What follows belongs to an exercise in optimizing a design on an open flow for a short achievable clock period and few clock cycles; a production flow would make more cautious choices. The RTL was checked by simulation tests, not by an equivalence proof against the original design.

==> inputs of branch violet <==
// CPU
module CPU (
   input  [15:0] DATA_I,
   output [15:0] DATA_O,
   output [15:0] ADDR,
   output        RD,
   output        WR,
   input         CLK,
   input         RST
   );
Settings: LEC_CHECK=0, CAP_MARGIN=20, CORE_MARGIN=2, CORE_UTILIZATION=40, SLEW_MARGIN=20; clock period 14.0 ns.
standard.sh (not shown) runs the stock make flow with config.mk's settings and CLKGATE_MAP_FILE= SYNTH_SCRIPT=/design/flow/synth_recipe.tcl, a recipe that flattens the netlist after the stock synthesis.
==> flow/flow/run.sh <==
#!/bin/bash
# Standard ORFS layout (the standard.sh: its synthesis, floorplan, power
# grid, placement, CTS and routing), with three changes to how the timing
# repair works; the clock, the SDC and the design are the design's:
#  - the repair aims for a larger setup margin, so it sizes for speed;
#  - sizing may swap cells of different footprints;
#  - the port buffers are buf_4 cells instead of delay buffers.
set -euo pipefail
export SETUP_SLACK_MARGIN=${FLOW_SETUP_MARGIN:-11}
bash standard.sh MATCH_CELL_FOOTPRINT=0 \
  "BUFFER_PORTS_ARGS=-inputs -outputs -buffer_cell sky130_fd_sc_hd__buf_4" \
  finish > standard.log 2>&1
==> branch ember: changes against branch violet <==
--- a/flow/design.v
+++ b/flow/design.v
@@ -1,18 +1,18 @@
 module ALU (
    input  [15:0] A,
    input  [15:0] B,
+   input  [15:0] X,       
    input  [15:0] FS,
    input         CIN,
    output [15:0] R,
    output        S,
    output        C,
    output        V
    );
-   wire [15:0] X  = ({16{FS[3]}} & B) | ({16{FS[4]}} & ~B) | {16{FS[2]}};
    wire        ci = FS[1] | (FS[3] & CIN) | (FS[4] & ~CIN);
    wire [15:0] g0 = A & X;
    wire [15:0] p0 = A ^ X;
    wire [16:0] gi = {g0, ci};             
    wire [16:0] pi = {p0, 1'b0};
    wire [16:0] g1, p1, g2, p2, g3, p3, g4, p4, g5;
    genvar i;
@@ -61,47 +61,60 @@
    input             RST,
    input      [6:1]  W1SEL,
    input      [15:0] W1DATA,
    input      [6:1]  W2SEL,
    input      [15:0] W2DATA,
    input      [7:1]  ASEL,
    input      [7:1]  BSEL,
+   input      [7:1]  XPSEL,   
+   input      [7:1]  XNSEL,   
+   input             XONES,   
    input      [15:0] PC,
    output reg [15:0] ABUS,
-   output reg [15:0] BBUS
+   output reg [15:0] BBUS,
+   output reg [15:0] XBUS
    );
    reg [15:0] R [1:6];
    integer i;
    always @(posedge CLK or negedge RST)
      if (!RST) begin
         for (i = 1; i < 7; i = i + 1) R[i] <= 16'h0000;
      end else begin
         for (i = 1; i < 7; i = i + 1)
           if (W1SEL[i])      R[i] <= W1DATA;
           else if (W2SEL[i]) R[i] <= W2DATA;
      end
    always @(*) begin
       ABUS = {16{ASEL[7]}} & PC;
       BBUS = {16{BSEL[7]}} & PC;
+      XBUS = ({16{XPSEL[7]}} & PC) | ({16{XNSEL[7]}} & ~PC) | {16{XONES}};
       for (i = 1; i < 7; i = i + 1) begin
          ABUS = ABUS | ({16{ASEL[i]}} & R[i]);
          BBUS = BBUS | ({16{BSEL[i]}} & R[i]);
+         XBUS = XBUS | ({16{XPSEL[i]}} & R[i]) | ({16{XNSEL[i]}} & ~R[i]);
       end
    end
 endmodule
 module DECODE (
    input  [15:0] W,
    output [7:1]  ASEL,    
    output [7:1]  BSEL,
-   output [6:1]  DSEL
+   output [6:1]  DSEL,
+   output [7:1]  XPSEL,   
+   output [7:1]  XNSEL,
+   output        XONES    
    );
+   wire [6:0] op = W[15:9];
+   assign XONES = (op == 7'd3);
    genvar i;
    generate for (i = 1; i < 8; i = i + 1) begin : g
       assign ASEL[i] = (W[8:6] == i);
       assign BSEL[i] = (W[5:3] == i);
+      assign XPSEL[i] = (W[5:3] == i) && (op == 7'd4);
+      assign XNSEL[i] = (W[5:3] == i) && (op == 7'd5);
       if (i < 7) begin : gd
          assign DSEL[i] = (W[2:0] == i);
       end
    end endgenerate
 endmodule
 module CLASSIFY (
    input  [6:0] OP,
@@ -131,24 +144,19 @@
    output        RD,
    output        WR,
    input         CLK,
    input         RST
    );
    localparam N  = 4;                 
    localparam NB = 4;                 
-   localparam NC = 32;                
-   localparam EW = 16 + 7 + 7 + 6 + 6 + 16 + 16 + 1 + 1 + 16 + 2;
+   localparam EW = 15 + 16 + 7 + 7 + 6 + 6 + 16 + 16 + 1 + 1 + 16 + 2;
    assign RD = 1'b1;
    reg [15:0] ADDR_R, DOUT_R;
    reg        WR_R;
    reg        PF;                     
-   reg        CF;                     
-   reg        DSRC;                   
-   reg [15:0] CDR;                    
-   reg [15:0] DA;                     
    reg        PL;                     
    reg [6:1]  PLD;                    
    reg        DV;                     
    reg        LW;                     
    reg [6:1]  LWD;                    
    reg [15:0] FA;                     
    reg [15:0] NXT;                    
@@ -161,59 +169,58 @@
    reg [15:0] RES;                    
    reg        S, C, V;
    reg        BV  [0:NB-1];
    reg [15:0] BTAG[0:NB-1];
    reg [15:0] BTGT[0:NB-1];
    reg        BPT [0:NB-1];
    reg [1:0]  BRP;                    
-   reg        CV  [0:NC-1];
-   reg [10:0] CTAG[0:NC-1];
-   reg [15:0] CDAT[0:NC-1];
    assign ADDR   = ADDR_R;
    assign DATA_O = DOUT_R;
    assign WR     = WR_R;
    wire Z = (RES == 16'h0000);
    wire [15:0] IW, F0, P0, ALT0, W1, P1;
    wire [7:1]  A0, B0;
    wire [6:1]  D0;
    wire [5:0]  K0;
    wire        PR0, PT0, PR1;
    wire [1:0]  IX0;
-   assign {IW, A0, B0, D0, K0, F0, P0, PR0, PT0, ALT0, IX0} = Q[0];
-   assign W1  = Q[1][EW-1 -: 16];
+   wire [7:1]  XP0, XN0;
+   wire        XO0;
+   assign {XP0, XN0, XO0, IW, A0, B0, D0, K0, F0, P0, PR0, PT0, ALT0, IX0} = Q[0];
+   assign W1  = Q[1][EW-16 -: 16];
    assign P1  = Q[1][2+16+1+1 +: 16];
    assign PR1 = Q[1][2+16+1];
    wire        HAVE = (QV != 3'd0);
    wire        I_ALU = K0[0], I_LDI = K0[1], I_LD = K0[2],
                I_ST = K0[3], I_BR = K0[4], I_HALT = K0[5];
    wire        bad_head = HAVE & PR0 & ~I_BR;    
    wire        pbr      = PR0 & I_BR;            
    wire        need_imm = I_LDI | (I_BR & ~PR0);
    wire        imm_q    = (QV >= 3'd2);          
    wire        imm_ok   = imm_q | DV;
-   wire [15:0] DIN      = DSRC ? CDR : DATA_I;       
-   wire [15:0] IMM      = imm_q ? W1 : DIN;
+   wire [15:0] IMM      = imm_q ? W1 : DATA_I;
    wire        IMM_PR   = imm_q ? PR1 : D_PR;
    wire [15:0] IMM_P1   = imm_q ? P1 : D_PC1;
    wire [6:1]  pend     = ({6{PL}} & PLD) | ({6{LW}} & LWD);
    wire        hazard   = |((A0[6:1] | B0[6:1] | D0) & pend);
    wire        go       = HAVE & ~I_HALT & ~bad_head & ~hazard &
-                          (~need_imm | imm_ok) & ~(I_LDI & ~imm_q & LW);
+                          (~need_imm | imm_ok);
    wire        halted   = HAVE & I_HALT & ~PR0;
-   wire [15:0] ABUS, BBUS, FOUT;
+   wire [15:0] ABUS, BBUS, XBUS, FOUT;
    wire        SOUT, COUT, VOUT;
    wire        w1  = go & (I_ALU | (I_LDI & imm_q));
    wire [15:0] w1d = I_LDI ? W1 : FOUT;
    wire [6:1]  w2sel = LW ? LWD : ({6{go & I_LDI & ~imm_q}} & D0);
    REGFILE REGFILE1 (.CLK(CLK), .RST(RST),
                      .W1SEL({6{w1}} & D0), .W1DATA(w1d),
-                     .W2SEL(w2sel), .W2DATA((DSRC & ~LW) ? CDR : DATA_I),
+                     .W2SEL(w2sel), .W2DATA(DATA_I),
                      .ASEL(A0), .BSEL(B0), .PC(P0),
-                     .ABUS(ABUS), .BBUS(BBUS));
-   ALU ALU1 (.A(ABUS), .B(BBUS), .FS(F0), .CIN(C),
+                     .XPSEL(XP0), .XNSEL(XN0), .XONES(XO0),
+                     .ABUS(ABUS), .BBUS(BBUS), .XBUS(XBUS));
+   ALU ALU1 (.A(ABUS), .B(BBUS), .X(XBUS), .FS(F0), .CIN(C),
              .R(FOUT), .S(SOUT), .C(COUT), .V(VOUT));
    reg cond;
    always @(*)
      case (IW[13:9])
        5'd20:   cond = 1'b1;
        5'd21:   cond = C;
        5'd22:   cond = ~C;
@@ -234,33 +241,36 @@
    wire [15:0] rtarget = taken_u ? IMM : mis_p ? ALT0 : bad_imm ? IMM_P1
                                                      : P0 - 16'd1;
    wire memop    = go & (I_LD | I_ST);
    wire [1:0] used = ~go ? 2'd0 : need_imm ? 2'd2 : 2'd1;
    wire [2:0]  qv_next = redirect ? 3'd0 : QV + {2'b0, DV} - {1'b0, used};
    wire [7:1]  d_asel, d_bsel;
    wire [6:1]  d_dsel;
+   wire [7:1]  d_xp, d_xn;
+   wire        d_xo;
    wire [5:0]  d_cls;
    wire [15:0] d_fs;
-   DECODE DECODE1 (.W(DIN), .ASEL(d_asel), .BSEL(d_bsel), .DSEL(d_dsel));
-   CLASSIFY CLASSIFY1 (.OP(DIN[15:9]), .ALU(d_cls[0]), .LDI(d_cls[1]),
+   DECODE DECODE1 (.W(DATA_I), .ASEL(d_asel), .BSEL(d_bsel), .DSEL(d_dsel),
+                   .XPSEL(d_xp), .XNSEL(d_xn), .XONES(d_xo));
+   CLASSIFY CLASSIFY1 (.OP(DATA_I[15:9]), .ALU(d_cls[0]), .LDI(d_cls[1]),
                        .LD(d_cls[2]), .ST(d_cls[3]), .BR(d_cls[4]),
                        .HALT(d_cls[5]), .FS(d_fs));
-   wire [EW-1:0] d_entry = {DIN, d_asel, d_bsel, d_dsel, d_cls, d_fs,
+   wire [EW-1:0] d_entry = {d_xp, d_xn, d_xo, DATA_I, d_asel, d_bsel, d_dsel, d_cls, d_fs,
                             D_PC1, D_PR, D_PT, D_ALT, D_IX};
    reg [EW-1:0] shq [0:N-1];
    reg          tak [0:N-1];
    integer j;
    always @(*)
      for (j = 0; j < N; j = j + 1) begin
         shq[j] = Q[j];
         if (used == 2'd1 && j + 1 < N) shq[j] = Q[j+1];
         if (used == 2'd2 && j + 2 < N) shq[j] = Q[j+2];
         tak[j] = ({1'b0, j[2:0]} + {2'b0, used}) >= {1'b0, QV};
      end
-   wire [3:0] occ = {1'b0, QV} + {3'b0, DV} + {3'b0, PF | CF};
+   wire [3:0] occ = {1'b0, QV} + {3'b0, DV} + {3'b0, PF};
    wire fetch = ~halted & ((occ < N) | ((occ < N + 1) & go) |
                            ((occ < N + 2) & go & need_imm));
    wire [15:0] fa_inc = FA + 16'd1;
    wire [15:0] fa_2   = FA + 16'd2;
    reg        hit, hpt;
    reg [15:0] htgt;
    reg [1:0]  hix;
@@ -270,66 +280,52 @@
       for (k = 0; k < NB; k = k + 1)
         if (BV[k] && BTAG[k] == FA) begin
            hit = 1'b1; hpt = hpt | BPT[k]; htgt = htgt | BTGT[k];
            hix = hix | k[1:0];
         end
    end
    wire [15:0] succ_new = ~hit ? fa_inc : hpt ? htgt : fa_2;
-   wire        chit     = CF & CV[FA[4:0]] & (CTAG[FA[4:0]] == FA[15:5]);
-   wire        fetched  = PF | chit;
-   wire [15:0] succ     = fetched ? succ_new : CF ? FA : NXT;
+   wire [15:0] succ     = PF ? succ_new : NXT;
    always @(posedge CLK or negedge RST)
      if (!RST) begin
         ADDR_R <= 16'h0000; DOUT_R <= 16'h0000; WR_R <= 1'b0;
-        PF <= 1'b1; CF <= 1'b0; DSRC <= 1'b0; CDR <= 16'h0000; DA <= 16'h0000;
-        PL <= 1'b0; PLD <= 6'd0; DV <= 1'b0; LW <= 1'b0; LWD <= 6'd0;
+        PF <= 1'b1; PL <= 1'b0; PLD <= 6'd0; DV <= 1'b0; LW <= 1'b0; LWD <= 6'd0;
         FA <= 16'h0000; NXT <= 16'h0000;
         D_PC1 <= 16'h0000; D_PR <= 1'b0; D_PT <= 1'b0; D_ALT <= 16'h0000; D_IX <= 2'd0;
         QV <= 3'd0;
         for (j = 0; j < N; j = j + 1) Q[j] <= {EW{1'b0}};
         RES <= 16'h0001; S <= 1'b0; C <= 1'b0; V <= 1'b0;
         for (k = 0; k < NB; k = k + 1) begin
            BV[k] <= 1'b0; BTAG[k] <= 16'h0000; BTGT[k] <= 16'h0000; BPT[k] <= 1'b0;
         end
         BRP <= 2'd0;
-        for (k = 0; k < NC; k = k + 1) begin
-           CV[k] <= 1'b0; CTAG[k] <= 11'd0; CDAT[k] <= 16'h0000;
-        end
      end else begin
-        DV  <= fetched & ~redirect;
-        DSRC <= chit;
-        CDR  <= CDAT[FA[4:0]];
+        DV  <= PF & ~redirect;
         LW  <= PL;
         LWD <= PLD;
         DOUT_R <= BBUS;
         WR_R   <= memop & I_ST;
         PL     <= memop & I_LD;
         PLD    <= D0;
         if (memop) begin
-           ADDR_R <= ABUS; PF <= 1'b0; CF <= fetch;
-           if (fetch) FA <= succ;
+           ADDR_R <= ABUS; PF <= 1'b0;
         end else if (redirect) begin
-           ADDR_R <= rtarget; FA <= rtarget; PF <= 1'b1; CF <= 1'b0;
+           ADDR_R <= rtarget; FA <= rtarget; PF <= 1'b1;
         end else if (fetch) begin
-           ADDR_R <= succ; FA <= succ; PF <= 1'b1; CF <= 1'b0;
-        end else begin
-           PF <= 1'b0; CF <= 1'b0;
-        end
-        if (fetched) begin
-           NXT <= succ_new; DA <= FA;
+           ADDR_R <= succ; FA <= succ; PF <= 1'b1;
+        end else
+           PF <= 1'b0;
+        if (PF) begin
+           NXT <= succ_new;
            D_PC1 <= fa_inc; D_PR <= hit; D_PT <= hpt;
            D_ALT <= hpt ? fa_2 : htgt; D_IX <= hix;
         end
         QV <= qv_next;
         for (j = 0; j < N; j = j + 1)
            Q[j] <= tak[j] ? d_entry : shq[j];
-        if (DV & ~DSRC) begin
-           CV[DA[4:0]] <= 1'b1; CTAG[DA[4:0]] <= DA[15:5]; CDAT[DA[4:0]] <= DATA_I;
-        end
-        if (memop & I_ST) CV[ABUS[4:0]] <= 1'b0;
         if (go & I_ALU) begin
            RES <= FOUT; S <= SOUT; C <= COUT; V <= VOUT;
         end
         if (go & I_BR & ~PR0) begin
            BV[BRP] <= 1'b1; BTAG[BRP] <= P0 - 16'd1; BTGT[BRP] <= IMM;
            BPT[BRP] <= cond; BRP <= BRP + 2'd1;
         end else if (go & pbr)
==> flow_summary.json <==
{
  "grt_use_met3_pct": 17.8,
  "status": "timing/DRC/antenna clean",
  "fin_crit_sh_pct": 30.7,
  "ys_seq_area_share_pct": 43.5,
  "cp_num_cells": 21
}
the above is filed under branch ember

==> flow_summary.json <==
{
  "drt_pass1_iterations": 8,
  "status": "timing/DRC/antenna clean",
  "fin_crit_sh_pct": 33.8,
  "grt_use_met3_pct": 8.56,
  "cp_num_cells": 19,
  "ys_seq_area_share_pct": 51.1
}
the above is filed under branch violet

Testbench counts of branch violet, summed over its fixed seeds: cycles 31,501.
Testbench counts of branch ember, summed over its fixed seeds: cycles 32,186.

==> what the ideal ports hide <==
The results above use ideal ports. As a check the final layouts listed here were re-extracted and re-timed, cells and wires unchanged.
Step 1 assumes that a clkbuf_16 drives the clock port and a buf_2 every other input.
Step 2 moves the port delays by t, midway between the first and last clock arrival at a register: inputs arrive t later, outputs are due t later. That takes back most of the time a late clock gives input paths.
Three values: ideal, step 1, step 2; two values: the first two.
| run | t, ns | setup slack, ns | worst setup path after step 2 | latest minus earliest clock arrival (ns) | worst slew at a driven data input, ns |
|---|---|---|---|---|---|
| branch violet | 0.942 | 9.268 / 9.268 / 9.268 | register to register | 0.057 / 0.057 | 0.34 |
| branch ember | 0.793 | 9.701 / 9.701 / 9.230 | input to register | 0.053 / 0.053 | 0.48 |
After both steps setup and hold are still met in every run listed. For branch ember, which loses most, drivers alone change the setup slack by 0.000 ns; drivers and shift together by -0.471 ns.
